This is an optimization exercise on Yosys and OpenROAD, whose aim is small area, a short achievable clock period and few clock cycles, not a production implementation. RTL that was checked went through simulation tests only; none was proved equivalent to the original. No functional check of the RTL was part of run 3. Power is estimated from default activity; no workload was simulated.

### flow/config.mk
export PLATFORM = sky130hd
export DESIGN_NAME = seq_mult
export DESIGN_NICKNAME = seq_mult
export VERILOG_FILES = /design/flow/design.v
export SDC_FILE = /design/flow/constraint.sdc
export NUM_CORES = 4
export LEC_CHECK = 0
export CAP_MARGIN = 20
export CORE_MARGIN = 2
export CORE_UTILIZATION = 40
export PLACE_DENSITY = 0.6
export SETUP_SLACK_MARGIN = 0.3
export SLEW_MARGIN = 20
### flow/constraint.sdc
create_clock -name core_clock -period 3.3 [get_ports {clk}]
set_input_delay 0.6600 -clock core_clock [delete_from_list [all_inputs] [get_ports {clk}]]
set_output_delay 0.6600 -clock core_clock [all_outputs]
set_load 0.01 [all_outputs]
### flow/design.v
module seq_mult(d, done, clk, a, b, go, reset);
  output [63:0] d;
  output reg done;
  input clk;
  input [31:0] a, b;
  input go, reset;
  reg [31:0] m;               
  reg [31:0] q;               
  reg [31:0] hi;              
  reg [3:0] e1, e2, ng;      
  reg ngl;                    
  reg [33:0] s, c;           
  reg [7:0] slo;             
  reg [7:1] clo;             
  reg first;                  
  reg fa0;                    
  reg [2:0] cnt;
  function [11:0] benc(input [8:0] v);
    integer i;
    begin
      for (i = 0; i < 4; i = i + 1) begin
        benc[i] = v[2*i+1] ^ v[2*i];
        benc[4+i] = (v[2*i+2] & ~v[2*i+1] & ~v[2*i]) | (~v[2*i+2] & v[2*i+1] & v[2*i]);
        benc[8+i] = v[2*i+2];
      end
    end
  endfunction
  wire [11:0] enc_go = benc({a[8:1], 1'b0});
  wire [11:0] enc_nx = benc({q[16] & ~(cnt == 3'd2), q[15:8]});
  wire [9:0] lo = slo + {clo, 1'b0} + {ngl, 7'd0};
  wire [1:0] cy = lo[9:8] & {2{~first}};
  wire [33:0] si = {2'd0, m & {32{fa0}}} | s & {34{~first}};
  wire [33:0] ci = {first, 33'd0} | c & {34{~first}};
  wire [32:0] mx = {1'b0, m};
  wire [32:0] m2 = {m, 1'b0};
  wire [32:0] pp0 = (mx & {33{e1[0]}} | m2 & {33{e2[0]}}) ^ {33{ng[0]}};
  wire [32:0] pp1 = (mx & {33{e1[1]}} | m2 & {33{e2[1]}}) ^ {33{ng[1]}};
  wire [32:0] pp2 = (mx & {33{e1[2]}} | m2 & {33{e2[2]}}) ^ {33{ng[2]}};
  wire [32:0] pp3 = (mx & {33{e1[3]}} | m2 & {33{e2[3]}}) ^ {33{ng[3]}};
  wire hs1;
  wire hc2;
  wire hs3;
  wire hc4;
  wire fs5;
  wire fc6;
  wire ft7;
  wire hs8;
  wire hc9;
  wire fs10;
  wire fc11;
  wire ft12;
  wire fs13;
  wire fc14;
  wire ft15;
  wire fs16;
  wire fc17;
  wire ft18;
  wire fs19;
  wire fc20;
  wire ft21;
  wire fs22;
  wire fc23;
  wire ft24;
  wire fs25;
  wire fc26;
  wire ft27;
  wire fs28;
  wire fc29;
  wire ft30;
  wire fs31;
  wire fc32;
  wire ft33;
  wire fs34;
  wire fc35;
  wire ft36;
  wire fs37;
  wire fc38;
  wire ft39;
  wire fs40;
  wire fc41;
  wire ft42;
  wire fs43;
  wire fc44;
  wire ft45;
  wire fs46;
  wire fc47;
  wire ft48;
  wire fs49;
  wire fc50;
  wire ft51;
  wire fs52;
  wire fc53;
  wire ft54;
  wire fs55;
  wire fc56;
  wire ft57;
  wire fs58;
  wire fc59;
  wire ft60;
  wire fs61;
  wire fc62;
  wire ft63;
  wire fs64;
  wire fc65;
  wire ft66;
  wire fs67;
  wire fc68;
  wire ft69;
  wire fs70;
  wire fc71;
  wire ft72;
  wire fs73;
  wire fc74;
  wire ft75;
  wire fs76;
  wire fc77;
  wire ft78;
  wire fs79;
  wire fc80;
  wire ft81;
  wire fs82;
  wire fc83;
  wire ft84;
  wire fs85;
  wire fc86;
  wire ft87;
  wire fs88;
  wire fc89;
  wire ft90;
  wire fs91;
  wire fc92;
  wire ft93;
  wire fs94;
  wire fc95;
  wire ft96;
  wire fs97;
  wire fc98;
  wire ft99;
  wire fs100;
  wire fc101;
  wire ft102;
  wire fs103;
  wire fc104;
  wire ft105;
  wire fs106;
  wire fc107;
  wire ft108;
  wire fs109;
  wire fc110;
  wire ft111;
  wire fs112;
  wire fc113;
  wire ft114;
  wire fs115;
  wire fc116;
  wire ft117;
  wire fs118;
  wire fc119;
  wire ft120;
  wire fs121;
  wire fc122;
  wire ft123;
  wire fs124;
  wire fc125;
  wire ft126;
  wire fs127;
  wire fc128;
  wire ft129;
  wire fs130;
  wire fc131;
  wire ft132;
  wire hs133;
  wire hc134;
  wire hs135;
  wire hc136;
  wire fs137;
  wire fc138;
  wire ft139;
  wire hs140;
  wire hc141;
  wire fs142;
  wire fc143;
  wire ft144;
  wire hs145;
  wire hc146;
  wire fs147;
  wire fc148;
  wire ft149;
  wire fs150;
  wire fc151;
  wire ft152;
  wire fs153;
  wire fc154;
  wire ft155;
  wire fs156;
  wire fc157;
  wire ft158;
  wire fs159;
  wire fc160;
  wire ft161;
  wire fs162;
  wire fc163;
  wire ft164;
  wire fs165;
  wire fc166;
  wire ft167;
  wire fs168;
  wire fc169;
  wire ft170;
  wire fs171;
  wire fc172;
  wire ft173;
  wire fs174;
  wire fc175;
  wire ft176;
  wire fs177;
  wire fc178;
  wire ft179;
  wire fs180;
  wire fc181;
  wire ft182;
  wire fs183;
  wire fc184;
  wire ft185;
  wire fs186;
  wire fc187;
  wire ft188;
  wire fs189;
  wire fc190;
  wire ft191;
  wire fs192;
  wire fc193;
  wire ft194;
  wire fs195;
  wire fc196;
  wire ft197;
  wire fs198;
  wire fc199;
  wire ft200;
  wire fs201;
  wire fc202;
  wire ft203;
  wire fs204;
  wire fc205;
  wire ft206;
  wire fs207;
  wire fc208;
  wire ft209;
  wire fs210;
  wire fc211;
  wire ft212;
  wire fs213;
  wire fc214;
  wire ft215;
  wire fs216;
  wire fc217;
  wire ft218;
  wire fs219;
  wire fc220;
  wire ft221;
  wire fs222;
  wire fc223;
  wire ft224;
  wire fs225;
  wire fc226;
  wire ft227;
  wire fs228;
  wire fc229;
  wire ft230;
  wire fs231;
  wire fc232;
  wire ft233;
  wire fs234;
  wire fc235;
  wire ft236;
  wire fs237;
  wire fc238;
  wire ft239;
  wire fs240;
  wire fc241;
  wire ft242;
  wire fs243;
  wire fc244;
  wire ft245;
  wire fs246;
  wire fc247;
  wire ft248;
  wire fs249;
  wire fc250;
  wire ft251;
  wire fs252;
  wire fc253;
  wire ft254;
  wire fs255;
  wire fc256;
  wire ft257;
  wire fs258;
  wire fc259;
  wire ft260;
  wire fs261;
  wire fc262;
  wire ft263;
  wire fs264;
  wire fc265;
  wire ft266;
  wire fs267;
  wire fc268;
  wire ft269;
  wire fs270;
  wire fc271;
  wire ft272;
  wire fs273;
  wire fc274;
  wire ft275;
  wire fs276;
  wire fc277;
  wire ft278;
  wire fs279;
  wire fc280;
  wire ft281;
  wire fs282;
  wire fc283;
  wire ft284;
  wire fs285;
  wire fc286;
  wire ft287;
  wire hs288;
  wire hc289;
  wire fs290;
  wire fc291;
  wire ft292;
  wire hs293;
  wire hc294;
  wire hs295;
  wire hc296;
  wire fs297;
  wire fc298;
  wire ft299;
  wire fs300;
  wire fc301;
  wire ft302;
  wire fs303;
  wire fc304;
  wire ft305;
  wire fs306;
  wire fc307;
  wire ft308;
  wire fs309;
  wire fc310;
  wire ft311;
  wire fs312;
  wire fc313;
  wire ft314;
  wire fs315;
  wire fc316;
  wire ft317;
  wire fs318;
  wire fc319;
  wire ft320;
  wire fs321;
  wire fc322;
  wire ft323;
  wire fs324;
  wire fc325;
  wire ft326;
  wire fs327;
  wire fc328;
  wire ft329;
  wire fs330;
  wire fc331;
  wire ft332;
  wire fs333;
  wire fc334;
  wire ft335;
  wire fs336;
  wire fc337;
  wire ft338;
  wire fs339;
  wire fc340;
  wire ft341;
  wire fs342;
  wire fc343;
  wire ft344;
  wire fs345;
  wire fc346;
  wire ft347;
  wire fs348;
  wire fc349;
  wire ft350;
  wire fs351;
  wire fc352;
  wire ft353;
  wire fs354;
  wire fc355;
  wire ft356;
  wire fs357;
  wire fc358;
  wire ft359;
  wire fs360;
  wire fc361;
  wire ft362;
  wire fs363;
  wire fc364;
  wire ft365;
  wire fs366;
  wire fc367;
  wire ft368;
  wire fs369;
  wire fc370;
  wire ft371;
  wire fs372;
  wire fc373;
  wire ft374;
  wire fs375;
  wire fc376;
  wire ft377;
  wire fs378;
  wire fc379;
  wire ft380;
  wire fs381;
  wire fc382;
  wire ft383;
  wire fs384;
  wire fc385;
  wire ft386;
  wire fs387;
  wire fc388;
  wire ft389;
  wire fs390;
  wire fc391;
  wire ft392;
  wire fs393;
  wire fc394;
  wire ft395;
  wire fs396;
  wire fc397;
  wire ft398;
  wire fs399;
  wire fc400;
  wire ft401;
  wire fs402;
  wire fc403;
  wire ft404;
  wire fs405;
  wire fc406;
  wire ft407;
  wire fs408;
  wire fc409;
  wire ft410;
  wire fs411;
  wire fc412;
  wire ft413;
  wire hs414;
  wire hc415;
  wire hs416;
  wire hc417;
  assign hs1 = ci[4] ^ si[4];
  assign hc2 = ci[4] & si[4];
  assign hs3 = ng[2] ^ ci[5];
  assign hc4 = ng[2] & ci[5];
  assign ft7 = ci[6] ^ si[6];
  assign fs5 = ft7 ^ pp0[5];
  assign fc6 = (ci[6] & si[6]) | (ft7 & pp0[5]);
  assign hs8 = pp1[3] ^ pp2[1];
  assign hc9 = pp1[3] & pp2[1];
  assign ft12 = ci[7] ^ si[7];
  assign fs10 = ft12 ^ pp0[6];
  assign fc11 = (ci[7] & si[7]) | (ft12 & pp0[6]);
  assign ft15 = ci[8] ^ si[8];
  assign fs13 = ft15 ^ pp0[7];
  assign fc14 = (ci[8] & si[8]) | (ft15 & pp0[7]);
  assign ft18 = pp1[5] ^ pp2[3];
  assign fs16 = ft18 ^ pp3[1];
  assign fc17 = (pp1[5] & pp2[3]) | (ft18 & pp3[1]);
  assign ft21 = ci[9] ^ si[9];
  assign fs19 = ft21 ^ pp0[8];
  assign fc20 = (ci[9] & si[9]) | (ft21 & pp0[8]);
  assign ft24 = ci[10] ^ si[10];
  assign fs22 = ft24 ^ pp0[9];
  assign fc23 = (ci[10] & si[10]) | (ft24 & pp0[9]);
  assign ft27 = pp1[7] ^ pp2[5];
  assign fs25 = ft27 ^ pp3[3];
  assign fc26 = (pp1[7] & pp2[5]) | (ft27 & pp3[3]);
  assign ft30 = ci[11] ^ si[11];
  assign fs28 = ft30 ^ pp0[10];
  assign fc29 = (ci[11] & si[11]) | (ft30 & pp0[10]);
  assign ft33 = ci[12] ^ si[12];
  assign fs31 = ft33 ^ pp0[11];
  assign fc32 = (ci[12] & si[12]) | (ft33 & pp0[11]);
  assign ft36 = pp1[9] ^ pp2[7];
  assign fs34 = ft36 ^ pp3[5];
  assign fc35 = (pp1[9] & pp2[7]) | (ft36 & pp3[5]);
  assign ft39 = ci[13] ^ si[13];
  assign fs37 = ft39 ^ pp0[12];
  assign fc38 = (ci[13] & si[13]) | (ft39 & pp0[12]);
  assign ft42 = ci[14] ^ si[14];
  assign fs40 = ft42 ^ pp0[13];
  assign fc41 = (ci[14] & si[14]) | (ft42 & pp0[13]);
  assign ft45 = pp1[11] ^ pp2[9];
  assign fs43 = ft45 ^ pp3[7];
  assign fc44 = (pp1[11] & pp2[9]) | (ft45 & pp3[7]);
  assign ft48 = ci[15] ^ si[15];
  assign fs46 = ft48 ^ pp0[14];
  assign fc47 = (ci[15] & si[15]) | (ft48 & pp0[14]);
  assign ft51 = ci[16] ^ si[16];
  assign fs49 = ft51 ^ pp0[15];
  assign fc50 = (ci[16] & si[16]) | (ft51 & pp0[15]);
  assign ft54 = pp1[13] ^ pp2[11];
  assign fs52 = ft54 ^ pp3[9];
  assign fc53 = (pp1[13] & pp2[11]) | (ft54 & pp3[9]);
  assign ft57 = ci[17] ^ si[17];
  assign fs55 = ft57 ^ pp0[16];
  assign fc56 = (ci[17] & si[17]) | (ft57 & pp0[16]);
  assign ft60 = ci[18] ^ si[18];
  assign fs58 = ft60 ^ pp0[17];
  assign fc59 = (ci[18] & si[18]) | (ft60 & pp0[17]);
  assign ft63 = pp1[15] ^ pp2[13];
  assign fs61 = ft63 ^ pp3[11];
  assign fc62 = (pp1[15] & pp2[13]) | (ft63 & pp3[11]);
  assign ft66 = ci[19] ^ si[19];
  assign fs64 = ft66 ^ pp0[18];
  assign fc65 = (ci[19] & si[19]) | (ft66 & pp0[18]);
  assign ft69 = ci[20] ^ si[20];
  assign fs67 = ft69 ^ pp0[19];
  assign fc68 = (ci[20] & si[20]) | (ft69 & pp0[19]);
  assign ft72 = pp1[17] ^ pp2[15];
  assign fs70 = ft72 ^ pp3[13];
  assign fc71 = (pp1[17] & pp2[15]) | (ft72 & pp3[13]);
  assign ft75 = ci[21] ^ si[21];
  assign fs73 = ft75 ^ pp0[20];
  assign fc74 = (ci[21] & si[21]) | (ft75 & pp0[20]);
  assign ft78 = ci[22] ^ si[22];
  assign fs76 = ft78 ^ pp0[21];
  assign fc77 = (ci[22] & si[22]) | (ft78 & pp0[21]);
  assign ft81 = pp1[19] ^ pp2[17];
  assign fs79 = ft81 ^ pp3[15];
  assign fc80 = (pp1[19] & pp2[17]) | (ft81 & pp3[15]);
  assign ft84 = ci[23] ^ si[23];
  assign fs82 = ft84 ^ pp0[22];
  assign fc83 = (ci[23] & si[23]) | (ft84 & pp0[22]);
  assign ft87 = ci[24] ^ si[24];
  assign fs85 = ft87 ^ pp0[23];
  assign fc86 = (ci[24] & si[24]) | (ft87 & pp0[23]);
  assign ft90 = pp1[21] ^ pp2[19];
  assign fs88 = ft90 ^ pp3[17];
  assign fc89 = (pp1[21] & pp2[19]) | (ft90 & pp3[17]);
  assign ft93 = ci[25] ^ si[25];
  assign fs91 = ft93 ^ pp0[24];
  assign fc92 = (ci[25] & si[25]) | (ft93 & pp0[24]);
  assign ft96 = ci[26] ^ si[26];
  assign fs94 = ft96 ^ pp0[25];
  assign fc95 = (ci[26] & si[26]) | (ft96 & pp0[25]);
  assign ft99 = pp1[23] ^ pp2[21];
  assign fs97 = ft99 ^ pp3[19];
  assign fc98 = (pp1[23] & pp2[21]) | (ft99 & pp3[19]);
  assign ft102 = ci[27] ^ si[27];
  assign fs100 = ft102 ^ pp0[26];
  assign fc101 = (ci[27] & si[27]) | (ft102 & pp0[26]);
  assign ft105 = ci[28] ^ si[28];
  assign fs103 = ft105 ^ pp0[27];
  assign fc104 = (ci[28] & si[28]) | (ft105 & pp0[27]);
  assign ft108 = pp1[25] ^ pp2[23];
  assign fs106 = ft108 ^ pp3[21];
  assign fc107 = (pp1[25] & pp2[23]) | (ft108 & pp3[21]);
  assign ft111 = ci[29] ^ si[29];
  assign fs109 = ft111 ^ pp0[28];
  assign fc110 = (ci[29] & si[29]) | (ft111 & pp0[28]);
  assign ft114 = ci[30] ^ si[30];
  assign fs112 = ft114 ^ pp0[29];
  assign fc113 = (ci[30] & si[30]) | (ft114 & pp0[29]);
  assign ft117 = pp1[27] ^ pp2[25];
  assign fs115 = ft117 ^ pp3[23];
  assign fc116 = (pp1[27] & pp2[25]) | (ft117 & pp3[23]);
  assign ft120 = ci[31] ^ si[31];
  assign fs118 = ft120 ^ pp0[30];
  assign fc119 = (ci[31] & si[31]) | (ft120 & pp0[30]);
  assign ft123 = ci[32] ^ si[32];
  assign fs121 = ft123 ^ pp0[31];
  assign fc122 = (ci[32] & si[32]) | (ft123 & pp0[31]);
  assign ft126 = pp1[29] ^ pp2[27];
  assign fs124 = ft126 ^ pp3[25];
  assign fc125 = (pp1[29] & pp2[27]) | (ft126 & pp3[25]);
  assign ft129 = ci[33] ^ si[33];
  assign fs127 = ft129 ^ pp1[30];
  assign fc128 = (ci[33] & si[33]) | (ft129 & pp1[30]);
  assign ft132 = ~ng[0] ^ pp0[32];
  assign fs130 = ft132 ^ pp1[31];
  assign fc131 = (~ng[0] & pp0[32]) | (ft132 & pp1[31]);
  assign hs133 = pp2[29] ^ pp3[27];
  assign hc134 = pp2[29] & pp3[27];
  assign hs135 = ~ng[1] ^ pp1[32];
  assign hc136 = ~ng[1] & pp1[32];
  assign ft139 = ng[0] ^ ci[1];
  assign fs137 = ft139 ^ si[1];
  assign fc138 = (ng[0] & ci[1]) | (ft139 & si[1]);
  assign hs140 = ci[2] ^ si[2];
  assign hc141 = ci[2] & si[2];
  assign ft144 = ng[1] ^ ci[3];
  assign fs142 = ft144 ^ si[3];
  assign fc143 = (ng[1] & ci[3]) | (ft144 & si[3]);
  assign hs145 = pp0[2] ^ pp1[0];
  assign hc146 = pp0[2] & pp1[0];
  assign ft149 = pp0[3] ^ pp1[1];
  assign fs147 = ft149 ^ hs1;
  assign fc148 = (pp0[3] & pp1[1]) | (ft149 & hs1);
  assign ft152 = si[5] ^ pp0[4];
  assign fs150 = ft152 ^ pp1[2];
  assign fc151 = (si[5] & pp0[4]) | (ft152 & pp1[2]);
  assign ft155 = pp2[0] ^ hc2;
  assign fs153 = ft155 ^ hs3;
  assign fc154 = (pp2[0] & hc2) | (ft155 & hs3);
  assign ft158 = hc4 ^ hs8;
  assign fs156 = ft158 ^ fs5;
  assign fc157 = (hc4 & hs8) | (ft158 & fs5);
  assign ft161 = pp1[4] ^ pp2[2];
  assign fs159 = ft161 ^ pp3[0];
  assign fc160 = (pp1[4] & pp2[2]) | (ft161 & pp3[0]);
  assign ft164 = hc9 ^ fc6;
  assign fs162 = ft164 ^ fs10;
  assign fc163 = (hc9 & fc6) | (ft164 & fs10);
  assign ft167 = fc11 ^ fs13;
  assign fs165 = ft167 ^ fs16;
  assign fc166 = (fc11 & fs13) | (ft167 & fs16);
  assign ft170 = pp1[6] ^ pp2[4];
  assign fs168 = ft170 ^ pp3[2];
  assign fc169 = (pp1[6] & pp2[4]) | (ft170 & pp3[2]);
  assign ft173 = fc14 ^ fc17;
  assign fs171 = ft173 ^ fs19;
  assign fc172 = (fc14 & fc17) | (ft173 & fs19);
  assign ft176 = fc20 ^ fs22;
  assign fs174 = ft176 ^ fs25;
  assign fc175 = (fc20 & fs22) | (ft176 & fs25);
  assign ft179 = pp1[8] ^ pp2[6];
  assign fs177 = ft179 ^ pp3[4];
  assign fc178 = (pp1[8] & pp2[6]) | (ft179 & pp3[4]);
  assign ft182 = fc23 ^ fc26;
  assign fs180 = ft182 ^ fs28;
  assign fc181 = (fc23 & fc26) | (ft182 & fs28);
  assign ft185 = fc29 ^ fs31;
  assign fs183 = ft185 ^ fs34;
  assign fc184 = (fc29 & fs31) | (ft185 & fs34);
  assign ft188 = pp1[10] ^ pp2[8];
  assign fs186 = ft188 ^ pp3[6];
  assign fc187 = (pp1[10] & pp2[8]) | (ft188 & pp3[6]);
  assign ft191 = fc32 ^ fc35;
  assign fs189 = ft191 ^ fs37;
  assign fc190 = (fc32 & fc35) | (ft191 & fs37);
  assign ft194 = fc38 ^ fs40;
  assign fs192 = ft194 ^ fs43;
  assign fc193 = (fc38 & fs40) | (ft194 & fs43);
  assign ft197 = pp1[12] ^ pp2[10];
  assign fs195 = ft197 ^ pp3[8];
  assign fc196 = (pp1[12] & pp2[10]) | (ft197 & pp3[8]);
  assign ft200 = fc41 ^ fc44;
  assign fs198 = ft200 ^ fs46;
  assign fc199 = (fc41 & fc44) | (ft200 & fs46);
  assign ft203 = fc47 ^ fs49;
  assign fs201 = ft203 ^ fs52;
  assign fc202 = (fc47 & fs49) | (ft203 & fs52);
  assign ft206 = pp1[14] ^ pp2[12];
  assign fs204 = ft206 ^ pp3[10];
  assign fc205 = (pp1[14] & pp2[12]) | (ft206 & pp3[10]);
  assign ft209 = fc50 ^ fc53;
  assign fs207 = ft209 ^ fs55;
  assign fc208 = (fc50 & fc53) | (ft209 & fs55);
  assign ft212 = fc56 ^ fs58;
  assign fs210 = ft212 ^ fs61;
  assign fc211 = (fc56 & fs58) | (ft212 & fs61);
  assign ft215 = pp1[16] ^ pp2[14];
  assign fs213 = ft215 ^ pp3[12];
  assign fc214 = (pp1[16] & pp2[14]) | (ft215 & pp3[12]);
  assign ft218 = fc59 ^ fc62;
  assign fs216 = ft218 ^ fs64;
  assign fc217 = (fc59 & fc62) | (ft218 & fs64);
  assign ft221 = fc65 ^ fs67;
  assign fs219 = ft221 ^ fs70;
  assign fc220 = (fc65 & fs67) | (ft221 & fs70);
  assign ft224 = pp1[18] ^ pp2[16];
  assign fs222 = ft224 ^ pp3[14];
  assign fc223 = (pp1[18] & pp2[16]) | (ft224 & pp3[14]);
  assign ft227 = fc68 ^ fc71;
  assign fs225 = ft227 ^ fs73;
  assign fc226 = (fc68 & fc71) | (ft227 & fs73);
  assign ft230 = fc74 ^ fs76;
  assign fs228 = ft230 ^ fs79;
  assign fc229 = (fc74 & fs76) | (ft230 & fs79);
  assign ft233 = pp1[20] ^ pp2[18];
  assign fs231 = ft233 ^ pp3[16];
  assign fc232 = (pp1[20] & pp2[18]) | (ft233 & pp3[16]);
  assign ft236 = fc77 ^ fc80;
  assign fs234 = ft236 ^ fs82;
  assign fc235 = (fc77 & fc80) | (ft236 & fs82);
  assign ft239 = fc83 ^ fs85;
  assign fs237 = ft239 ^ fs88;
  assign fc238 = (fc83 & fs85) | (ft239 & fs88);
  assign ft242 = pp1[22] ^ pp2[20];
  assign fs240 = ft242 ^ pp3[18];
  assign fc241 = (pp1[22] & pp2[20]) | (ft242 & pp3[18]);
  assign ft245 = fc86 ^ fc89;
  assign fs243 = ft245 ^ fs91;
  assign fc244 = (fc86 & fc89) | (ft245 & fs91);
  assign ft248 = fc92 ^ fs94;
  assign fs246 = ft248 ^ fs97;
  assign fc247 = (fc92 & fs94) | (ft248 & fs97);
  assign ft251 = pp1[24] ^ pp2[22];
  assign fs249 = ft251 ^ pp3[20];
  assign fc250 = (pp1[24] & pp2[22]) | (ft251 & pp3[20]);
  assign ft254 = fc95 ^ fc98;
  assign fs252 = ft254 ^ fs100;
  assign fc253 = (fc95 & fc98) | (ft254 & fs100);
  assign ft257 = fc101 ^ fs103;
  assign fs255 = ft257 ^ fs106;
  assign fc256 = (fc101 & fs103) | (ft257 & fs106);
  assign ft260 = pp1[26] ^ pp2[24];
  assign fs258 = ft260 ^ pp3[22];
  assign fc259 = (pp1[26] & pp2[24]) | (ft260 & pp3[22]);
  assign ft263 = fc104 ^ fc107;
  assign fs261 = ft263 ^ fs109;
  assign fc262 = (fc104 & fc107) | (ft263 & fs109);
  assign ft266 = fc110 ^ fs112;
  assign fs264 = ft266 ^ fs115;
  assign fc265 = (fc110 & fs112) | (ft266 & fs115);
  assign ft269 = pp1[28] ^ pp2[26];
  assign fs267 = ft269 ^ pp3[24];
  assign fc268 = (pp1[28] & pp2[26]) | (ft269 & pp3[24]);
  assign ft272 = fc113 ^ fc116;
  assign fs270 = ft272 ^ fs118;
  assign fc271 = (fc113 & fc116) | (ft272 & fs118);
  assign ft275 = fc119 ^ fs121;
  assign fs273 = ft275 ^ fs124;
  assign fc274 = (fc119 & fs121) | (ft275 & fs124);
  assign ft278 = pp2[28] ^ pp3[26];
  assign fs276 = ft278 ^ ~pp0[32];
  assign fc277 = (pp2[28] & pp3[26]) | (ft278 & ~pp0[32]);
  assign ft281 = fc122 ^ fc125;
  assign fs279 = ft281 ^ fs127;
  assign fc280 = (fc122 & fc125) | (ft281 & fs127);
  assign ft284 = hs133 ^ fc128;
  assign fs282 = ft284 ^ fs130;
  assign fc283 = (hs133 & fc128) | (ft284 & fs130);
  assign ft287 = pp2[30] ^ pp3[28];
  assign fs285 = ft287 ^ ~pp1[32];
  assign fc286 = (pp2[30] & pp3[28]) | (ft287 & ~pp1[32]);
  assign hs288 = hc134 ^ fc131;
  assign hc289 = hc134 & fc131;
  assign ft292 = pp2[31] ^ pp3[29];
  assign fs290 = ft292 ^ hs135;
  assign fc291 = (pp2[31] & pp3[29]) | (ft292 & hs135);
  assign hs293 = pp3[30] ^ ~pp2[32];
  assign hc294 = pp3[30] & ~pp2[32];
  assign hs295 = ~ng[2] ^ pp2[32];
  assign hc296 = ~ng[2] & pp2[32];
  assign ft299 = ci[0] ^ si[0];
  assign fs297 = ft299 ^ cy[0];
  assign fc298 = (ci[0] & si[0]) | (ft299 & cy[0]);
  assign ft302 = pp0[0] ^ cy[1];
  assign fs300 = ft302 ^ fs137;
  assign fc301 = (pp0[0] & cy[1]) | (ft302 & fs137);
  assign ft305 = pp0[1] ^ hs140;
  assign fs303 = ft305 ^ fc138;
  assign fc304 = (pp0[1] & hs140) | (ft305 & fc138);
  assign ft308 = hc141 ^ hs145;
  assign fs306 = ft308 ^ fs142;
  assign fc307 = (hc141 & hs145) | (ft308 & fs142);
  assign ft311 = hc146 ^ fc143;
  assign fs309 = ft311 ^ fs147;
  assign fc310 = (hc146 & fc143) | (ft311 & fs147);
  assign ft314 = fs150 ^ fc148;
  assign fs312 = ft314 ^ fs153;
  assign fc313 = (fs150 & fc148) | (ft314 & fs153);
  assign ft317 = fc151 ^ fc154;
  assign fs315 = ft317 ^ fs156;
  assign fc316 = (fc151 & fc154) | (ft317 & fs156);
  assign ft320 = fs159 ^ fc157;
  assign fs318 = ft320 ^ fs162;
  assign fc319 = (fs159 & fc157) | (ft320 & fs162);
  assign ft323 = fc160 ^ fc163;
  assign fs321 = ft323 ^ fs165;
  assign fc322 = (fc160 & fc163) | (ft323 & fs165);
  assign ft326 = fs168 ^ fc166;
  assign fs324 = ft326 ^ fs171;
  assign fc325 = (fs168 & fc166) | (ft326 & fs171);
  assign ft329 = fc169 ^ fc172;
  assign fs327 = ft329 ^ fs174;
  assign fc328 = (fc169 & fc172) | (ft329 & fs174);
  assign ft332 = fs177 ^ fc175;
  assign fs330 = ft332 ^ fs180;
  assign fc331 = (fs177 & fc175) | (ft332 & fs180);
  assign ft335 = fc178 ^ fc181;
  assign fs333 = ft335 ^ fs183;
  assign fc334 = (fc178 & fc181) | (ft335 & fs183);
  assign ft338 = fs186 ^ fc184;
  assign fs336 = ft338 ^ fs189;
  assign fc337 = (fs186 & fc184) | (ft338 & fs189);
  assign ft341 = fc187 ^ fc190;
  assign fs339 = ft341 ^ fs192;
  assign fc340 = (fc187 & fc190) | (ft341 & fs192);
  assign ft344 = fs195 ^ fc193;
  assign fs342 = ft344 ^ fs198;
  assign fc343 = (fs195 & fc193) | (ft344 & fs198);
  assign ft347 = fc196 ^ fc199;
  assign fs345 = ft347 ^ fs201;
  assign fc346 = (fc196 & fc199) | (ft347 & fs201);
  assign ft350 = fs204 ^ fc202;
  assign fs348 = ft350 ^ fs207;
  assign fc349 = (fs204 & fc202) | (ft350 & fs207);
  assign ft353 = fc205 ^ fc208;
  assign fs351 = ft353 ^ fs210;
  assign fc352 = (fc205 & fc208) | (ft353 & fs210);
  assign ft356 = fs213 ^ fc211;
  assign fs354 = ft356 ^ fs216;
  assign fc355 = (fs213 & fc211) | (ft356 & fs216);
  assign ft359 = fc214 ^ fc217;
  assign fs357 = ft359 ^ fs219;
  assign fc358 = (fc214 & fc217) | (ft359 & fs219);
  assign ft362 = fs222 ^ fc220;
  assign fs360 = ft362 ^ fs225;
  assign fc361 = (fs222 & fc220) | (ft362 & fs225);
  assign ft365 = fc223 ^ fc226;
  assign fs363 = ft365 ^ fs228;
  assign fc364 = (fc223 & fc226) | (ft365 & fs228);
  assign ft368 = fs231 ^ fc229;
  assign fs366 = ft368 ^ fs234;
  assign fc367 = (fs231 & fc229) | (ft368 & fs234);
  assign ft371 = fc232 ^ fc235;
  assign fs369 = ft371 ^ fs237;
  assign fc370 = (fc232 & fc235) | (ft371 & fs237);
  assign ft374 = fs240 ^ fc238;
  assign fs372 = ft374 ^ fs243;
  assign fc373 = (fs240 & fc238) | (ft374 & fs243);
  assign ft377 = fc241 ^ fc244;
  assign fs375 = ft377 ^ fs246;
  assign fc376 = (fc241 & fc244) | (ft377 & fs246);
  assign ft380 = fs249 ^ fc247;
  assign fs378 = ft380 ^ fs252;
  assign fc379 = (fs249 & fc247) | (ft380 & fs252);
  assign ft383 = fc250 ^ fc253;
  assign fs381 = ft383 ^ fs255;
  assign fc382 = (fc250 & fc253) | (ft383 & fs255);
  assign ft386 = fs258 ^ fc256;
  assign fs384 = ft386 ^ fs261;
  assign fc385 = (fs258 & fc256) | (ft386 & fs261);
  assign ft389 = fc259 ^ fc262;
  assign fs387 = ft389 ^ fs264;
  assign fc388 = (fc259 & fc262) | (ft389 & fs264);
  assign ft392 = fs267 ^ fc265;
  assign fs390 = ft392 ^ fs270;
  assign fc391 = (fs267 & fc265) | (ft392 & fs270);
  assign ft395 = fc268 ^ fc271;
  assign fs393 = ft395 ^ fs273;
  assign fc394 = (fc268 & fc271) | (ft395 & fs273);
  assign ft398 = fs276 ^ fc274;
  assign fs396 = ft398 ^ fs279;
  assign fc397 = (fs276 & fc274) | (ft398 & fs279);
  assign ft401 = fc277 ^ fc280;
  assign fs399 = ft401 ^ fs282;
  assign fc400 = (fc277 & fc280) | (ft401 & fs282);
  assign ft404 = fs285 ^ hs288;
  assign fs402 = ft404 ^ fc283;
  assign fc403 = (fs285 & hs288) | (ft404 & fc283);
  assign ft407 = fc286 ^ hc289;
  assign fs405 = ft407 ^ fs290;
  assign fc406 = (fc286 & hc289) | (ft407 & fs290);
  assign ft410 = hc136 ^ hs293;
  assign fs408 = ft410 ^ fc291;
  assign fc409 = (hc136 & hs293) | (ft410 & fc291);
  assign ft413 = pp3[31] ^ hc294;
  assign fs411 = ft413 ^ hs295;
  assign fc412 = (pp3[31] & hc294) | (ft413 & hs295);
  assign hs414 = ~pp3[32] ^ hc296;
  assign hc415 = ~pp3[32] & hc296;
  assign hs416 = ~ng[3] ^ pp3[32];
  assign hc417 = ~ng[3] & pp3[32];
  wire [41:0] ts = {hc417, hs416, hs414, fs411, fc406, fs405, fc400, fc397, fc394, fc391, fc388, fc385, fc382, fc379, fc376, fc373, fc370, fc367, fc364, fc361, fc358, fc355, fc352, fc349, fc346, fc343, fc340, fc337, fc334, fc331, fc328, fc325, fc322, fc319, fc316, fc313, fc310, fc307, fc304, fc301, fc298, fs297};
  wire [41:0] tc = {1'b0, hc415, fc412, fc409, fs408, fc403, fs402, fs399, fs396, fs393, fs390, fs387, fs384, fs381, fs378, fs375, fs372, fs369, fs366, fs363, fs360, fs357, fs354, fs351, fs348, fs345, fs342, fs339, fs336, fs333, fs330, fs327, fs324, fs321, fs318, fs315, fs312, fs309, fs306, fs303, fs300, 1'b0};
  wire [39:0] xa = {s[31:0], slo};
  wire [39:0] xb = {c[31:0], clo, 1'b0};
  wire [39:0] kp0 = xa ^ xb;
  wire [39:0] kg0 = xa & xb;
  wire [39:0] kg1, kp1;
  assign kg1[0] = kg0[0];
  assign kp1[0] = kp0[0];
  genvar gi;
  generate
    for (gi = 1; gi < 40; gi = gi + 1) begin : kl1
      assign kg1[gi] = xa[gi] & xb[gi] | xa[gi] & xa[gi-1] & xb[gi-1] | xb[gi] & xa[gi-1] & xb[gi-1];
      assign kp1[gi] = (xa[gi] | xb[gi]) & (xa[gi-1] | xb[gi-1]);
    end
  endgenerate
  wire [39:0] kg2 = kg1 | (kp1 & {kg1[37:0], 2'd0});
  wire [39:0] kp2 = kp1 & {kp1[37:0], 2'd0};
  wire [39:0] kg3 = kg2 | (kp2 & {kg2[35:0], 4'd0});
  wire [39:0] kp3 = kp2 & {kp2[35:0], 4'd0};
  wire [39:0] kg4 = kg3 | (kp3 & {kg3[31:0], 8'd0});
  wire [39:0] kp4 = kp3 & {kp3[31:0], 8'd0};
  wire [39:0] kg5 = kg4 | (kp4 & {kg4[23:0], 16'd0});
  wire [39:0] kp5 = kp4 & {kp4[23:0], 16'd0};
  wire [39:0] kg6 = kg5 | (kp5 & {kg5[7:0], 32'd0});
  wire [39:0] kp6 = kp5 & {kp5[7:0], 32'd0};
  wire [39:0] sum = kp0 ^ {kg6[38:0], 1'b0};
  always @(posedge clk, posedge reset)
    if (reset)
      done <= 1'b0;
    else if (go)
      done <= 1'b0;
    else if (cnt == 3'd4)
      done <= 1'b1;
  always @(posedge clk)
    if (go) begin
      first <= 1'b1;
      fa0 <= a[0];
      cnt <= 3'd0;
      m <= b;
      q <= a;
      {ng, e2, e1} <= enc_go;
    end else begin
      first <= 1'b0;
      fa0 <= 1'b0;
      {ng, e2, e1} <= enc_nx;
      if (!done) begin
        cnt <= cnt + 3'd1;
        q <= {lo[7:0], q[31:8]};
      end
    end
  always @(posedge clk) begin
    s <= ts[41:8];
    c <= tc[41:8];
    slo <= ts[7:0];
    clo <= tc[7:1];
    ngl <= ng[3];
    if (!done && cnt == 3'd4)
      hi <= sum[39:8];
  end
  assign d = {hi, q};
endmodule
### flow/flow/run.sh
#!/bin/bash
# The standard layout (standard.sh: standard synthesis and ORFS flow),
# except that buffer_ports puts sky130_fd_sc_hd__buf_2 cells on the ports
# instead of the delay buffers it picks by itself.
set -euo pipefail
cd "$(dirname "$0")/.."
bash standard.sh "BUFFER_PORTS_ARGS=-buffer_cell sky130_fd_sc_hd__buf_2" finish > make_finish.log 2>&1
### flow/standard.sh
#!/bin/bash
# synth_recipe.tcl (not shown) runs the flow's synth.tcl, then flattens the netlist and writes it again
# the make line also repeats each setting of config.mk as NAME=value (left out here)
make -C /OpenROAD-flow-scripts/flow DESIGN_CONFIG=/design/flow/config.mk WORK_HOME=/design/flow/orfs CLKGATE_MAP_FILE= SYNTH_SCRIPT=/design/flow/synth_recipe.tcl "${@:-finish}"
==> out/metrics.sh, run 1 <==
CTS-ROOT-TO-SINK-BUFFERS=2
PATH_DELAY_FAMILY='simple AND/OR/NAND/NOR gates'
FILLERS=3412
CLOCK_INSERTION_DELAY_WORST_SKEW_NS=0.46
TIMING.FINAL.MAX_SLEW_VIOLATIONS=0
SYNTH-WARNING-COUNT=1
DETAIL_ROUTE.WL_PER_CELL_UM=19.2
STARTPOINT_TYPE='flop'
CRITICALPATHCATEGORY='reg2reg'
SYNTH_CELLS=1400
DRIVE_GT1_FRAC=0.168
CTS.CLK_SLEW.WORST_PATHS_NS=0.08
INITIAL_CORE_UTIL=0.404
RELSLEWSLACK=0.579
DIE_WD_UM=196
CP_MAX_FANOUT=5
FLOORPLAN.CORE_AREA_UM2=36300
CP_SLOWEST_CELL='sky130_fd_sc_hd__or4b_1'
ANTENNA_FOUND_INITIAL=1
LARGEST_NET_DEGREE_AT_THE_START_OF_GLOBAL_ROUTING=51
FINALNONFILLERCELLS=1972
LAYOUT-AREA-OVERHEAD-VS-SYNTH_PCT=13.3
HOLD_PATH.CLASS='in2reg'
SYN_AREA_UM2=14700
GRT_PASS1_WL_MM=60.1
GR-USAGE-ALL-LAYERS=0.205
DR.PASS1.ITERS=5
SKEW_NS=0.0143
GPL.FINAL_WEIGHTED_CONGESTION=0.850
AVERAGE_VIAS_PER_PLACED_INSTANCE=5.28
R2R-START='c[4]'
MAX_CAP_VIOL_COUNT=0
MOSTFREQUENTLAYOUTCELLS='192 x sky130_fd_sc_hd__inv_1, 157 x sky130_fd_sc_hd__xnor2_1, 152 x sky130_fd_sc_hd__a22oi_1'
SYNTH_NETS=1693
SYNTH_EDF_COUNT=96
DETAILROUTE.VIA_COUNT=10400
CRITICAL_PATH_REQUIRED_NS=3.51
SETUP_VIOL_COUNT_FINAL=0
NET_COUNT_FINAL=1782
CLOCK-SINKS=197
PORTION_OF_THE_POST_SYNTHESIS_AREA_USED_BY_SEQUENTIAL_ELEMENTS=0.335
SLOWEST_DELAY_NS=0.48
BUFFERING_STAGE_COUNT_ON_THE_WORST_PATH_WITH_INVERTERS_INCLUDED=1
PORTBUFFERS=131
YS_TYPES=55
GLOBAL_ROUTE.OVERFLOW_TOTAL=0
SETUP.WORST_PATH.START='c[4]'
ENDPOINT_KIND='flop'
CTS.HTREE.LEVELS=4
FP-ROW-COUNT=70
POST-DP-HPWL_MM=28.0
DRTANTENNAVIOLNETS=0
FLOORPLAN.DIE.HEIGHT_UM=196
TIMING.CRITICAL_PATH.CELLS='inv_1, ha_2, or3_4, or4b_1, a21o_1, nand4bb_4, a31o_4, a21oi_4, o311ai_4, xor2_1'
CTS.ROOT.BUFFER_CELL='sky130_fd_sc_hd__clkbuf_16'
DP.CELLS=1934
VDD_IR_DROP_MAX_uV=487
ASR_FLOP_RATIO_SYNTH=0.00508
FINAL.HOLD.WORST_SLACK_NS=0.369
FINAL_WORST_PATH_PERIOD_NEED_NS=2.90
DRT_ITER0_MARKERS=967
VIAS_IN_THE_FIRST_GLOBAL_ROUTE=10600
YS_SEQ_ELEMENTS=197
TRITONCTS.NUM_BUFFERS=17
LAYOUT_WORST_PATH_CYCLE_SHARE=0.880
REMAINING_DESIGN_RULE_VIOLATION_COUNT=0
TOTALWIRELENGTH_MM=37.9
SETUP_TNS_NS=0
SYNTH_FF_TYPE='sky130_fd_sc_hd__dfxtp_1'
WORST-R2R-SETUP-SLACK_NS=0.40
FMAX_MHz=344
TIMING.FINAL.HOLD_VIOLATIONS=0
TIMING.HOLD.WORST.START='b[2]'
TIGHTESTPINTRANSITION_NS=0.625
FLOORPLAN.DIE_AREA_UM2=38200
GRT_SETUP_UNREPAIRED='true'
CP_DATA_ARRIVAL_TIME_NS=3.11
SYNTH.AVG_CELL_AREA_UM2=10.5
LEAKAGEPOWER_nW=7.09
COMMONEST_NON_FILL_NON_TAP_CELL_IN_THE_LAYOUT='sky130_fd_sc_hd__inv_1'
PWR_DENSITY_CELL_nW_PER_UM2=1120
CLOCK_TREE_FROM_TRITONCTS='yes'
OUTCOME='finished clean'
IOPINCOUNT=132
==> area by class of cell <==
cell class                      count  area, um^2  share of cell area
Antenna cell                        2        5.00            0.000301
Inverter                          197         742              0.0446
Tap cell                          468         586              0.0352
Timing Repair Buffer              159         958              0.0576
Clock inverter                     15         244              0.0147
Clock buffer                       17         425              0.0256
Sequential cell                   197        4930               0.296
Multi-Input combinational cell    917        8740               0.526
==> Yosys cell counts (2+ instances only) <==
| library cell | instances | share of area |
|---|---|---|
| sky130_fd_sc_hd__o31ai_1 | 11 | 0.0056 |
| sky130_fd_sc_hd__o311ai_0 | 7 | 0.0042 |
| sky130_fd_sc_hd__nor2_1 | 48 | 0.012 |
| sky130_fd_sc_hd__nand3_1 | 2 | 0.00068 |
| sky130_fd_sc_hd__or3_1 | 2 | 0.00085 |
| sky130_fd_sc_hd__ha_1 | 95 | 0.081 |
| sky130_fd_sc_hd__a311oi_1 | 2 | 0.0012 |
| sky130_fd_sc_hd__o211ai_1 | 22 | 0.011 |
| sky130_fd_sc_hd__nor2b_1 | 4 | 0.0017 |
| sky130_fd_sc_hd__a21oi_1 | 23 | 0.0078 |
| sky130_fd_sc_hd__o21bai_1 | 5 | 0.0026 |
| sky130_fd_sc_hd__and3_1 | 4 | 0.0017 |
| sky130_fd_sc_hd__xnor2_1 | 157 | 0.094 |
| sky130_fd_sc_hd__a31oi_1 | 14 | 0.0060 |
| sky130_fd_sc_hd__a211oi_1 | 6 | 0.0031 |
| sky130_fd_sc_hd__mux2i_1 | 2 | 0.0014 |
| sky130_fd_sc_hd__a21boi_0 | 2 | 0.0010 |
| sky130_fd_sc_hd__clkbuf_1 | 70 | 0.018 |
| sky130_fd_sc_hd__mux2_2 | 25 | 0.019 |
| sky130_fd_sc_hd__buf_1 | 19 | 0.0049 |
| sky130_fd_sc_hd__edfxtp_1 | 96 | 0.20 |
| sky130_fd_sc_hd__a21o_1 | 7 | 0.0036 |
| sky130_fd_sc_hd__xor2_1 | 23 | 0.014 |
| sky130_fd_sc_hd__a22oi_1 | 152 | 0.078 |
| sky130_fd_sc_hd__o31a_1 | 2 | 0.0012 |
| sky130_fd_sc_hd__or2_2 | 9 | 0.0038 |
| sky130_fd_sc_hd__and2_1 | 5 | 0.0021 |
| sky130_fd_sc_hd__fa_1 | 131 | 0.18 |
| sky130_fd_sc_hd__o21ai_0 | 29 | 0.0099 |
| sky130_fd_sc_hd__nor4_1 | 6 | 0.0026 |
| sky130_fd_sc_hd__nand2b_1 | 12 | 0.0051 |
| sky130_fd_sc_hd__inv_1 | 192 | 0.049 |
| sky130_fd_sc_hd__nand2_1 | 80 | 0.020 |
| sky130_fd_sc_hd__nor3_1 | 8 | 0.0027 |
| sky130_fd_sc_hd__o211a_1 | 5 | 0.0034 |
| sky130_fd_sc_hd__inv_2 | 5 | 0.0013 |
| sky130_fd_sc_hd__dfxtp_1 | 100 | 0.14 |
==> what timing repair did <==
action	in CTS	in global routing
pin swaps	2	5
setup buffers	1	2
hold buffers	1	0
setup endpoints to repair	40	11
endpoints found under the hold margin	1	0
resized for setup	5	16
==> kinds of logic (layout without fill, tap and decap cells) <==
group | Yosys count | count (layout) | synth area share
AO/OA/AOI/OAI | 298 | 298 | 0.147
XOR/XNOR | 180 | 180 | 0.107
adder cells (fa/ha/maj) | 226 | 226 | 0.260
buffers and inverters | 286 | 388 | 0.0732
flip-flops | 197 | 197 | 0.335
multiplexers | 27 | 27 | 0.0205
other | 0 | 2 | 0
AND/OR/NAND/NOR | 186 | 186 | 0.0578
==> stage by stage <==
stage,util,total power [mW],worst slack (ns),area (um^2)
2_1_floorplan,-,12.9,0.311,14700
3_3_place_gp,0.436,15.8,0.137,15900
3_5_place_dp,0.436,16.2,0.139,15900
4_1_cts,0.456,18.7,0.300,16600
5_1_grt,0.457,20.7,0.285,16600
6_report,0.458,18.6,0.397,16600
==> where the power goes <==
| group | switching, mW | internal (mW) | total (mW) |
|---|---|---|---|
| Sequential | 1.01 | 3.90 | 4.90 |
| Combinational | 6.29 | 5.07 | 11.4 |
| Clock | 1.15 | 1.20 | 2.35 |
==> worst paths after layout <==
check | to | cells after the start
min in group asynchronous | done | 3
worst max register to register | hi[30] | 10
max in group asynchronous | done | 3
worst max-delay path | hi[30] | 10
worst min-delay path | m[2] | 1
worst min register to register | cnt[0] | 2
==> flip-flops by register name, summed over array words and instances, names as in the netlist <==
signal and flops:
ng 4, e2 4, clo 7, m 32, ngl 1, q 32, slo 8, first 1
cnt 3, fa0 1, done 1, s 34, hi 32, c 33, e1 4
==> per-layer routing <==
| metal | share of wire | vias up | track usage |
|---|---|---|---|
| met2 | 0.46 | 316 | 0.325 |
| met5 | 0 | - | 0 |
| met1 | 0.46 | 5167 | 0.286 |
| met3 | 0.059 | 38 | 0.0397 |
| met4 | 0.017 | 0 | 0.0605 |
| li1 | - | 4894 | - |
Testbench counts, summed over its fixed seeds: cycles 14,408.
==> run 2, diff against run 1 <==
--- a/flow/config.mk
+++ b/flow/config.mk
@@ -9,5 +9,5 @@
 export CORE_MARGIN = 2
 export CORE_UTILIZATION = 40
 export PLACE_DENSITY = 0.6
-export SETUP_SLACK_MARGIN = 0.3
+export SETUP_SLACK_MARGIN = 0.45
 export SLEW_MARGIN = 20
==> out/metrics.sh, run 2 <==
VIAS_IN_THE_FIRST_GLOBAL_ROUTE=10700  # +0.88%
FMAX_MHz=356  # +3.5%
SYNTH_TOP_FAMILY_BY_AREA='adder cells'
SYNTH_NETS=1693  # unchanged
SYNTHTOPCELLSBYAREA='sky130_fd_sc_hd__edfxtp_1 20%, sky130_fd_sc_hd__fa_1 18%, sky130_fd_sc_hd__dfxtp_1 14%, sky130_fd_sc_hd__xnor2_1 9.4%, sky130_fd_sc_hd__ha_1 8.1%'
CELL_WITH_THE_MOST_INSTANCES_AFTER_SYNTHESIS='sky130_fd_sc_hd__inv_1'
MOSTFREQUENTLAYOUTCELLS='190 x sky130_fd_sc_hd__inv_1, 157 x sky130_fd_sc_hd__xnor2_1, 152 x sky130_fd_sc_hd__a22oi_1'
CLOCK-SINKS=197  # unchanged
SETUP_VIOL_COUNT_FINAL=0  # unchanged
GR-USAGE-ALL-LAYERS=0.207  # +0.00144
HOLD_PATH.CLASS='in2reg'
SYNTH_COMPOUND_GATE_AREA_SHARE=0.147  # unchanged
DR.PASS1.ITERS=5  # unchanged
PORTION_OF_THE_POST_SYNTHESIS_AREA_USED_BY_SEQUENTIAL_ELEMENTS=0.335  # unchanged
FLOORPLAN.DIE.HEIGHT_UM=196  # unchanged
REG.LARGEST.LIST='s: 34 flops, c: 33 flops'
STARTPOINT_TYPE='flop'
OUTCOME='finished clean'
GLOBAL_ROUTE.OVERFLOW_TOTAL=0  # unchanged
TIMING.FINAL.MAX_SLEW_VIOLATIONS=0  # unchanged
PWR_DENSITY_CELL_nW_PER_UM2=1110  # -0.43%
LEAKAGEPOWER_nW=7.21  # +1.6%
TOTALWIRELENGTH_MM=38.6  # +1.9%
DRIVE_GT1_FRAC=0.190  # +0.0218
SYN_AREA_UM2=14700  # unchanged
SYNTH-ADDER-AREA-SHARE=0.260  # unchanged
DRT_ITER0_MARKERS=719  # -26%
TRITONCTS.NUM_BUFFERS=17  # unchanged
SLOWEST_DELAY_NS=0.55  # +0.07 ns
POST-DP-HPWL_MM=28.2  # +0.47%
DRTANTENNAVIOLNETS=0  # unchanged
FINAL.HOLD.WORST_SLACK_NS=0.371  # +0.00185 ns
LAYOUT-AREA-OVERHEAD-VS-SYNTH_PCT=14.8
CLOCK_INSERTION_DELAY_WORST_SKEW_NS=0.46  # about the same
POST_SYNTH_XOR_AREA_FRACTION=0.107  # unchanged
YOSYS.AREA.TOP_TYPE_SHARE=0.196  # unchanged
AVERAGE_VIAS_PER_PLACED_INSTANCE=5.29  # +0.21%
ANTENNA_FOUND_INITIAL=1  # unchanged
SETUP_WS_NS=0.494  # +0.0969 ns
GRT_SETUP_UNREPAIRED='true'
FINAL_CELL_AREA_EXCLUDING_FILLER_CELLS_UM2=16800  # +1.3%
SYNTH.AVG_CELL_AREA_UM2=10.5  # unchanged
CP_MAX_FANOUT=4  # -1
RELSLEWSLACK=0.558  # -0.0217
TIMING.FINAL.HOLD_VIOLATIONS=0  # unchanged
ASR_FLOP_RATIO_SYNTH=0.00508  # unchanged
FINISH.UTILIZATION=0.463  # +0.00582
AREA_OF_THE_MULTI_INPUT_GATES_UM2=8800  # +0.67%
YS_TYPES=55  # unchanged
TIGHTESTPINTRANSITION_NS=0.658  # +0.0322 ns
R2R_CELLS=10  # unchanged
SYNTH_CELLS=1400  # unchanged
SETUP_TNS_NS=0  # unchanged
MAX_FLOP_REGISTER='s'
FINAL-SEQ-AREA_UM2=4930  # about the same
TIMING.CRITICAL_PATH.CELLS='inv_2, ha_4, or3_4, or4b_4, a21o_4, nand4bb_4, a31o_4, a21oi_1, o21ba_2, xnor2_1'
SETUP.WORST_PATH.START='c[4]'
SYNTHMUXAREASHARE=0.0205  # unchanged
CRITICAL_PATH.REG2REG.ENDPOINT='hi[26]'
SYNTH_SIMPLE_GATE_AREA_FRAC=0.0578  # unchanged
CTS.HTREE.LEVELS=4  # unchanged
CTS.ROOT.BUFFER_CELL='sky130_fd_sc_hd__clkbuf_16'
FILLERS=3339  # -2.1%
DETAILROUTE.VIA_COUNT=10600  # +1.6%
CP_SLOWEST_CELL='sky130_fd_sc_hd__or4b_4'
IOPINCOUNT=132  # unchanged
LARGEST_NET_DEGREE_AT_THE_START_OF_GLOBAL_ROUTING=44  # -14%
PLACED_AREA_UM2=15900  # about the same
CP_DATA_ARRIVAL_TIME_NS=3.02  # -0.09 ns
CLOCK_TREE_FROM_TRITONCTS='yes'
CTS-ROOT-TO-SINK-BUFFERS=2  # unchanged
CRITICAL_PATH_REQUIRED_NS=3.51  # about the same
SYNTH_AREA_LEADER_CELL='sky130_fd_sc_hd__edfxtp_1'
ENDPOINT_KIND='flop'
FP-ROW-COUNT=70  # unchanged
WORST-R2R-SETUP-SLACK_NS=0.49  # +0.10 ns
PORTBUFFERS=131  # unchanged
DETAIL_ROUTE.WL_PER_CELL_UM=19.3  # +0.42%
LAYOUT_WORST_PATH_CYCLE_SHARE=0.850  # -0.0294
VDD_IR_DROP_MAX_uV=543  # +11%
CRITICALPATHCATEGORY='reg2reg'
SYNTH.CELLS.MOST_FREQUENT='192 x sky130_fd_sc_hd__inv_1, 157 x sky130_fd_sc_hd__xnor2_1, 152 x sky130_fd_sc_hd__a22oi_1, 131 x sky130_fd_sc_hd__fa_1, 100 x sky130_fd_sc_hd__dfxtp_1'
GPL.FINAL_WEIGHTED_CONGESTION=0.860  # +1.2%
FINAL_WORST_PATH_PERIOD_NEED_NS=2.81  # -0.0969 ns
DIE_WD_UM=196  # unchanged
CP-ENDPOINT='hi[26]'
MAX_CAP_VIOL_COUNT=0  # unchanged
DP_WORST_SETUP_SLACK_NS=0.0940  # -0.0454 ns
NET_COUNT_FINAL=1810  # +1.6%
TOTAL_POWER_mW=18.8  # +0.83%
REMAINING_DESIGN_RULE_VIOLATION_COUNT=0  # unchanged
FLOORPLAN.DIE_AREA_UM2=38200  # unchanged
R2R-START='c[4]'
SYNTH_FF_TYPE='sky130_fd_sc_hd__dfxtp_1'
MAX_REG_FLOPS=34  # unchanged
GRT_PASS1_WL_MM=60.6  # +0.70%
COMMONEST_NON_FILL_NON_TAP_CELL_IN_THE_LAYOUT='sky130_fd_sc_hd__inv_1'
FLOORPLAN.CORE_AREA_UM2=36300  # unchanged
SYNTH-WARNING-COUNT=1  # unchanged
FINALNONFILLERCELLS=2000  # +1.4%
DP.CELLS=1936  # +0.10%
CTS.CLK_SLEW.WORST_PATHS_NS=0.08  # about the same
YS_SEQ_ELEMENTS=197  # unchanged
SKEW_NS=0.0140  # -0.000246 ns
SYNTH_EDF_COUNT=96  # unchanged
INITIAL_CORE_UTIL=0.404  # unchanged
[run 2: changes by cell type in the layout (fill, tap and decap cells not counted), sizes merged]
cell,before,now
clkbuf,17,18
buf,158,186
bufinv,2,1
[run 2: worst min path at each step]
stage,depth (start not counted),endpoint,slack (ns),startpoint
2_1_floorplan,0,ngl,0.33,ng[3]
3_3_place_gp,2,done,0.49,reset
3_5_place_dp,2,done,0.49,reset
4_1_cts,1,m[12],0.35,b[12]
5_1_grt,1,m[19],0.36,b[19]
6_report,1,m[2],0.37,b[2]
[run 2: cell families (layout without fill, tap and decap cells)]
group | count (synthesis) | count (layout)
AOI/OAI and AO/OA | 298 | 298
buffers and inverters | 286 | 416
adders and majority gates | 226 | 226
DFF | 197 | 197
and+or+nand+nor | 186 | 186
xor gates and xnor gates | 180 | 180
muxes | 27 | 27
other | 0 | 2
[run 2: critical path: cells and delay by family (launching register included)]
kind	cells	cell delay, ns
flops	1	0.36
buf+inv	1	0.06
fa+ha+maj	1	0.15
simple gates	3	1.08
compound gates	4	0.80
xor+xnor	1	0.11
[run 2: layout make-up]
class / instances / area share
Multi-Input combinational cell: 917 / 0.523
Sequential cell: 197 / 0.292
Timing Repair Buffer: 187 / 0.0705
Inverter: 197 / 0.0442
Tap cell: 468 / 0.0348
Clock buffer: 18 / 0.0255
Clock inverter: 14 / 0.00981
Antenna cell: 2 / 0.000297
[run 2: layer usage]
| metal | part of all wire | global-route usage |
|---|---|---|
| met5 | 0 | 0 |
| met4 | 0.019 | 0.0693 |
| met3 | 0.061 | 0.0378 |
| met2 | 0.46 | 0.328 |
| met1 | 0.46 | 0.285 |
[run 2: timing repair]
| item | CTS | global route |
|---|---|---|
| pin swaps | 11 | 14 |
| hold buffers | 1 | 0 |
| resized for setup | 23 | 17 |
| setup endpoints to repair | 71 | 34 |
| endpoints found under the hold margin | 1 | 0 |
| setup buffers | 15 | 14 |
[run 2: power by group]
part	switching [mW]	internal (mW)
registers	0.950	3.89
logic	6.49	5.28
clock network	1.08	1.09
total	8.52	10.3
==> run 3, diff against run 2 <==
--- a/flow/design.v
+++ b/flow/design.v
@@ -8,6 +8,7 @@
   reg [31:0] q;               
   reg [31:0] hi;              
   reg [3:0] e1, e2, ng;      
+  reg [3:0] e1n, e2n, ngn;   
   reg ngl;                    
   reg [33:0] s, c;           
   reg [7:0] slo;             
@@ -33,10 +34,10 @@
   wire [33:0] ci = {first, 33'd0} | c & {34{~first}};
   wire [32:0] mx = {1'b0, m};
   wire [32:0] m2 = {m, 1'b0};
-  wire [32:0] pp0 = (mx & {33{e1[0]}} | m2 & {33{e2[0]}}) ^ {33{ng[0]}};
-  wire [32:0] pp1 = (mx & {33{e1[1]}} | m2 & {33{e2[1]}}) ^ {33{ng[1]}};
-  wire [32:0] pp2 = (mx & {33{e1[2]}} | m2 & {33{e2[2]}}) ^ {33{ng[2]}};
-  wire [32:0] pp3 = (mx & {33{e1[3]}} | m2 & {33{e2[3]}}) ^ {33{ng[3]}};
+  wire [32:0] pp0 = (mx & {{16{~e1n[0]}}, {17{e1[0]}}} | m2 & {{16{~e2n[0]}}, {17{e2[0]}}}) ^ {{16{~ngn[0]}}, {17{ng[0]}}};
+  wire [32:0] pp1 = (mx & {{16{~e1n[1]}}, {17{e1[1]}}} | m2 & {{16{~e2n[1]}}, {17{e2[1]}}}) ^ {{16{~ngn[1]}}, {17{ng[1]}}};
+  wire [32:0] pp2 = (mx & {{16{~e1n[2]}}, {17{e1[2]}}} | m2 & {{16{~e2n[2]}}, {17{e2[2]}}}) ^ {{16{~ngn[2]}}, {17{ng[2]}}};
+  wire [32:0] pp3 = (mx & {{16{~e1n[3]}}, {17{e1[3]}}} | m2 & {{16{~e2n[3]}}, {17{e2[3]}}}) ^ {{16{~ngn[3]}}, {17{ng[3]}}};
   wire hs1;
   wire hc2;
   wire hs3;
@@ -913,10 +914,12 @@
       m <= b;
       q <= a;
       {ng, e2, e1} <= enc_go;
+      {ngn, e2n, e1n} <= ~enc_go;
     end else begin
       first <= 1'b0;
       fa0 <= 1'b0;
       {ng, e2, e1} <= enc_nx;
+      {ngn, e2n, e1n} <= ~enc_nx;
       if (!done) begin
         cnt <= cnt + 3'd1;
         q <= {lo[7:0], q[31:8]};
--- a/flow/config.mk
+++ b/flow/config.mk
@@ -9,5 +9,5 @@
 export CORE_MARGIN = 2
 export CORE_UTILIZATION = 40
 export PLACE_DENSITY = 0.6
-export SETUP_SLACK_MARGIN = 0.45
+export SETUP_SLACK_MARGIN = 0.3
 export SLEW_MARGIN = 20
==> out/metrics.sh, run 3 <==
REG.LARGEST.LIST='s: 34 flops, c: 33 flops'
TOP_SIGNAL_LAYER_USED='met5'
SYNTH_FF_TYPE='sky130_fd_sc_hd__dfxtp_1'
ROUTED-WL-MET3_MM=2.52  # +6.3%
FINAL_WORST_PATH_PERIOD_NEED_NS=2.88  # +0.0758 ns
TIMING.CRITICAL_PATH.CELLS='o22ai_1, xor2_1, fa_1, fa_1, inv_1, fa_1'
DETAILROUTE.VIA_COUNT=10500  # -0.52%
PATH_DELAY_FAMILY='adder cells'
CRITICAL_PATH.REG2REG.ENDPOINT='c[14]'
GPL.FINAL_WEIGHTED_CONGESTION=0.881  # +2.4%
FP-ROW-COUNT=70  # unchanged
SYNTH_AREA_LEADER_CELL='sky130_fd_sc_hd__edfxtp_1'
DETAIL_ROUTE.WL_PER_CELL_UM=18.6  # -3.8%
DR.PASS1.ITERS=5  # unchanged
SYN_AREA_UM2=14800  # +0.90%
DIE_WD_UM=196  # +0.44%
BUFFERING_STAGE_COUNT_ON_THE_WORST_PATH_WITH_INVERTERS_INCLUDED=1  # unchanged
MET1WIRELENGTH_MM=17.5  # -0.64%
CP_SLOWEST_CELL='sky130_fd_sc_hd__dfxtp_1'
SYNTHTOPCELLSBYAREA='sky130_fd_sc_hd__edfxtp_1 19%, sky130_fd_sc_hd__fa_1 18%, sky130_fd_sc_hd__dfxtp_1 15%, sky130_fd_sc_hd__ha_1 8.0%, sky130_fd_sc_hd__xnor2_1 6.8%'
LARGEST_NET_DEGREE_AT_THE_START_OF_GLOBAL_ROUTING=58  # +32%
MAX_CAP_VIOL_COUNT=0  # unchanged
SKEW_NS=0.0212  # +0.00722 ns
PWR_DENSITY_CELL_nW_PER_UM2=1140  # +2.3%
MAX_FLOP_REGISTER='s'
LAYOUT_WORST_PATH_CYCLE_SHARE=0.873  # +0.0230
SYNTH_NETS=1709  # +0.95%
VDD_IR_DROP_MAX_uV=516  # -5.0%
FINISH.UTILIZATION=0.465  # +0.00202
R2R-START='e2n[2]'
COMMONEST_NON_FILL_NON_TAP_CELL_IN_THE_LAYOUT='sky130_fd_sc_hd__inv_1'
SYNTH_EDF_COUNT=96  # unchanged
POST_SYNTH_XOR_AREA_FRACTION=0.106  # -0.00155
TIGHTESTPINTRANSITION_NS=0.680  # +0.0219 ns
PORTBUFFERS=131  # unchanged
MOSTFREQUENTLAYOUTCELLS='218 x sky130_fd_sc_hd__inv_1, 131 x sky130_fd_sc_hd__fa_1, 130 x sky130_fd_sc_hd__buf_2'
FINAL_CELL_AREA_EXCLUDING_FILLER_CELLS_UM2=17000  # +0.92%
CP-ENDPOINT='c[14]'
TRITONCTS.NUM_BUFFERS=24  # +7
FLOORPLAN.DIE_AREA_UM2=38600  # +0.89%
CLOCK_INSERTION_DELAY_WORST_SKEW_NS=0.55  # +0.09 ns
DRT_ITER0_MARKERS=733  # +1.9%
FILLERS=3324  # -0.45%
HOLD_PATH.CLASS='in2reg'
CRIT_TOP_CELL='sky130_fd_sc_hd__fa_1'
SYNTH_TOP_FAMILY_BY_AREA='adder cells'
AVERAGE_VIAS_PER_PLACED_INSTANCE=5.17  # -2.3%
FMAX_MHz=347  # -2.6%
INITIAL_CORE_UTIL=0.405  # +0.00169
CP_MAX_FANOUT=16  # +12
STARTPOINT_TYPE='flop'
ANTENNA_FOUND_INITIAL=4  # +3
ASR_FLOP_RATIO_SYNTH=0.00478  # -0.000291
ENDPOINT_KIND='flop'
MAX_REG_FLOPS=34  # unchanged
YOSYS.AREA.TOP_TYPE_SHARE=0.195  # -0.00176
SYNTH_COMPOUND_GATE_AREA_SHARE=0.134  # -0.0130
SYNTH_CELLS=1415  # +1.1%
CTS.ROOT.BUFFER_CELL='sky130_fd_sc_hd__clkbuf_16'
SLOWEST_DELAY_NS=0.71  # +0.16 ns
SYNTH_SIMPLE_GATE_AREA_FRAC=0.0581  # +0.000327
VIAS_IN_THE_FIRST_GLOBAL_ROUTE=10900  # +1.3%
TIMING.CRITICAL_PATH.DEPTH=6  # -4
PLACED_AREA_UM2=16100  # +1.6%
CELL_WITH_THE_MOST_INSTANCES_AFTER_SYNTHESIS='sky130_fd_sc_hd__inv_1'
OUTCOME='finished clean'
LEAKAGEPOWER_nW=7.42  # +2.9%
SYNTH-ADDER-AREA-SHARE=0.259  # -0.000974
GR-USAGE-ALL-LAYERS=0.200  # -0.00648
GLOBAL_ROUTE.OVERFLOW_TOTAL=0  # unchanged
TIMING.FINAL.HOLD_VIOLATIONS=0  # unchanged
SETUP.WORST_PATH.START='e2n[2]'
SYNTHMUXAREASHARE=0.0204  # -0.000184
WORST-R2R-SETUP-SLACK_NS=0.42  # -0.08 ns
PORTION_OF_THE_POST_SYNTHESIS_AREA_USED_BY_SEQUENTIAL_ELEMENTS=0.348  # +0.0132
TIMING.HOLD.WORST.START='b[12]'
LAYOUT-AREA-OVERHEAD-VS-SYNTH_PCT=14.8  # about the same
DRTANTENNAVIOLNETS=0  # unchanged
SYNTH.AVG_CELL_AREA_UM2=10.5  # -0.17%
R2R_CELLS=6  # -4
CTS.HTREE.LEVELS=1  # -3
CP_DATA_ARRIVAL_TIME_NS=3.29  # +0.27 ns
TOTALWIRELENGTH_MM=37.8  # -2.0%
RELSLEWSLACK=0.546  # -0.0115
POST-DP-HPWL_MM=29.3  # +3.9%
TIMING.FINAL.MAX_SLEW_VIOLATIONS=0  # unchanged
FLOORPLAN.CORE_AREA_UM2=36500  # +0.48%
CTS-ROOT-TO-SINK-BUFFERS=3  # +1
MIN_DELAY_PATH_DEPTH=1  # unchanged
GRT_PASS1_WL_MM=60.5  # about the same
GRT_SETUP_UNREPAIRED='true'
CLOCK_TREE_FROM_TRITONCTS='yes'
SYNTH.CELLS.MOST_FREQUENT='218 x sky130_fd_sc_hd__inv_1, 132 x sky130_fd_sc_hd__fa_1, 115 x sky130_fd_sc_hd__xnor2_1, 112 x sky130_fd_sc_hd__dfxtp_1, 96 x sky130_fd_sc_hd__edfxtp_1'
DRIVE_GT1_FRAC=0.174  # -0.0151
SETUP_VIOL_COUNT_FINAL=0  # unchanged
SYNTH-WARNING-COUNT=1  # unchanged
CRITICALPATHCATEGORY='reg2reg'
IOPINCOUNT=132  # unchanged
CRITICAL_PATH_REQUIRED_NS=3.71  # +0.20 ns
FLOORPLAN.DIE.HEIGHT_UM=196  # +0.44%
MET2WIRELENGTH_MM=17.1  # -4.4%
SETUP_TNS_NS=0  # unchanged
CTS.CLK_SLEW.WORST_PATHS_NS=0.06  # -0.02 ns
NET_COUNT_FINAL=1841  # +1.7%
YS_TYPES=59  # +7.3%
CLOCK-SINKS=209  # +6.1%
YS_SEQ_ELEMENTS=209  # +6.1%
REMAINING_DESIGN_RULE_VIOLATION_COUNT=0  # unchanged
## run 3: worst min-delay path by stage
stage | endpoint | slack, ns
after global routing | m[7] | 0.27
after CTS | m[12] | 0.26
final | m[12] | 0.29
after global placement | done | 0.50
after floorplan | ngl | 0.33
after detailed placement | done | 0.50
## run 3: repair_timing
| item | in CTS | in global routing |
|---|---|---|
| buffers inserted | 0 | 2 |
| endpoints found under the setup margin | 4 | 33 |
| gates resized for setup | 3 | 11 |
| pin swaps | 0 | 4 |
| cloned | 0 | 0 |
| endpoints found under the hold margin | 1 | 0 |
| hold buffers | 1 | 0 |
## run 3: where the power goes
part	internal, mW	leakage, nW	switching [mW]
combinational	5.11	5.12	6.52
clock	1.53	0.400	1.12
sequential	4.07	1.90	1.03
total	10.7	7.42	8.67
## run 3: routing by layer
metal | vias up | global-route usage
met3 | 53 | 0.0385
met2 | 322 | 0.317
met4 | 2 | 0.0460
met1 | 5140 | 0.285
li1 | 5013 | -
met5 | - | 0
## run 3: area by class of cell
cell class                 instances  area, um^2  share of cell area
multi-input combinational        909        8590               0.505
sequential                       209        5150               0.303
clock buffer                      33         717              0.0422
antenna                            3        7.51            0.000442
timing repair buffer             175        1020              0.0598
tap                              468         586              0.0344
clock inverter                    11        70.1             0.00412
inverter                         228         856              0.0503
## run 3: cells by family after synthesis
group,after synthesis
AOI/OAI and AO/OA,282
xor gates and xnor gates,179
adders and majority gates,227
buffers and inverters,297
DFF,209
muxes,27
and+or+nand+nor,194
## run 3: per-stage QoR
stage	power, mW	hold slack (ns)	cells	setup slack (ns)
5_1_grt	21.5	0.265	2035	0.263
3_3_place_gp	16.4	0.503	1986	0.295
3_5_place_dp	16.7	0.503	1986	0.213
2_1_floorplan	13.1	0.329	1415	0.336
6_report	19.4	0.285	2036	0.418
4_1_cts	19.5	0.261	2031	0.276

[port drivers added, routing unchanged]
The results above use ideal ports. As a check the final layouts listed here were re-extracted and re-timed, cells and wires unchanged.
Step 1 sets driving cells, clkbuf_16 on the clock port and buf_2 on the other inputs (assumed; they add their load-dependent delay and slew).
Step 2 moves the port delays by t, midway between the first and last clock arrival at a register: inputs arrive t later, outputs are due t later. That takes back most of the time a late clock gives input paths.
a / b / c = ideal / step 1 / step 2; a / b = the first two.
run | t, ns | setup slack, ns | slew at the worst register clock pin (ns)
run 1 | 0.510 | 0.397 / 0.397 / 0.397 | 0.09 / 0.09
run 2 | 0.504 | 0.494 / 0.494 / 0.494 | 0.09 / 0.09
run 3 | 0.590 | 0.418 / 0.418 / 0.418 | 0.07 / 0.07
After both steps setup and hold are still met in every run listed.
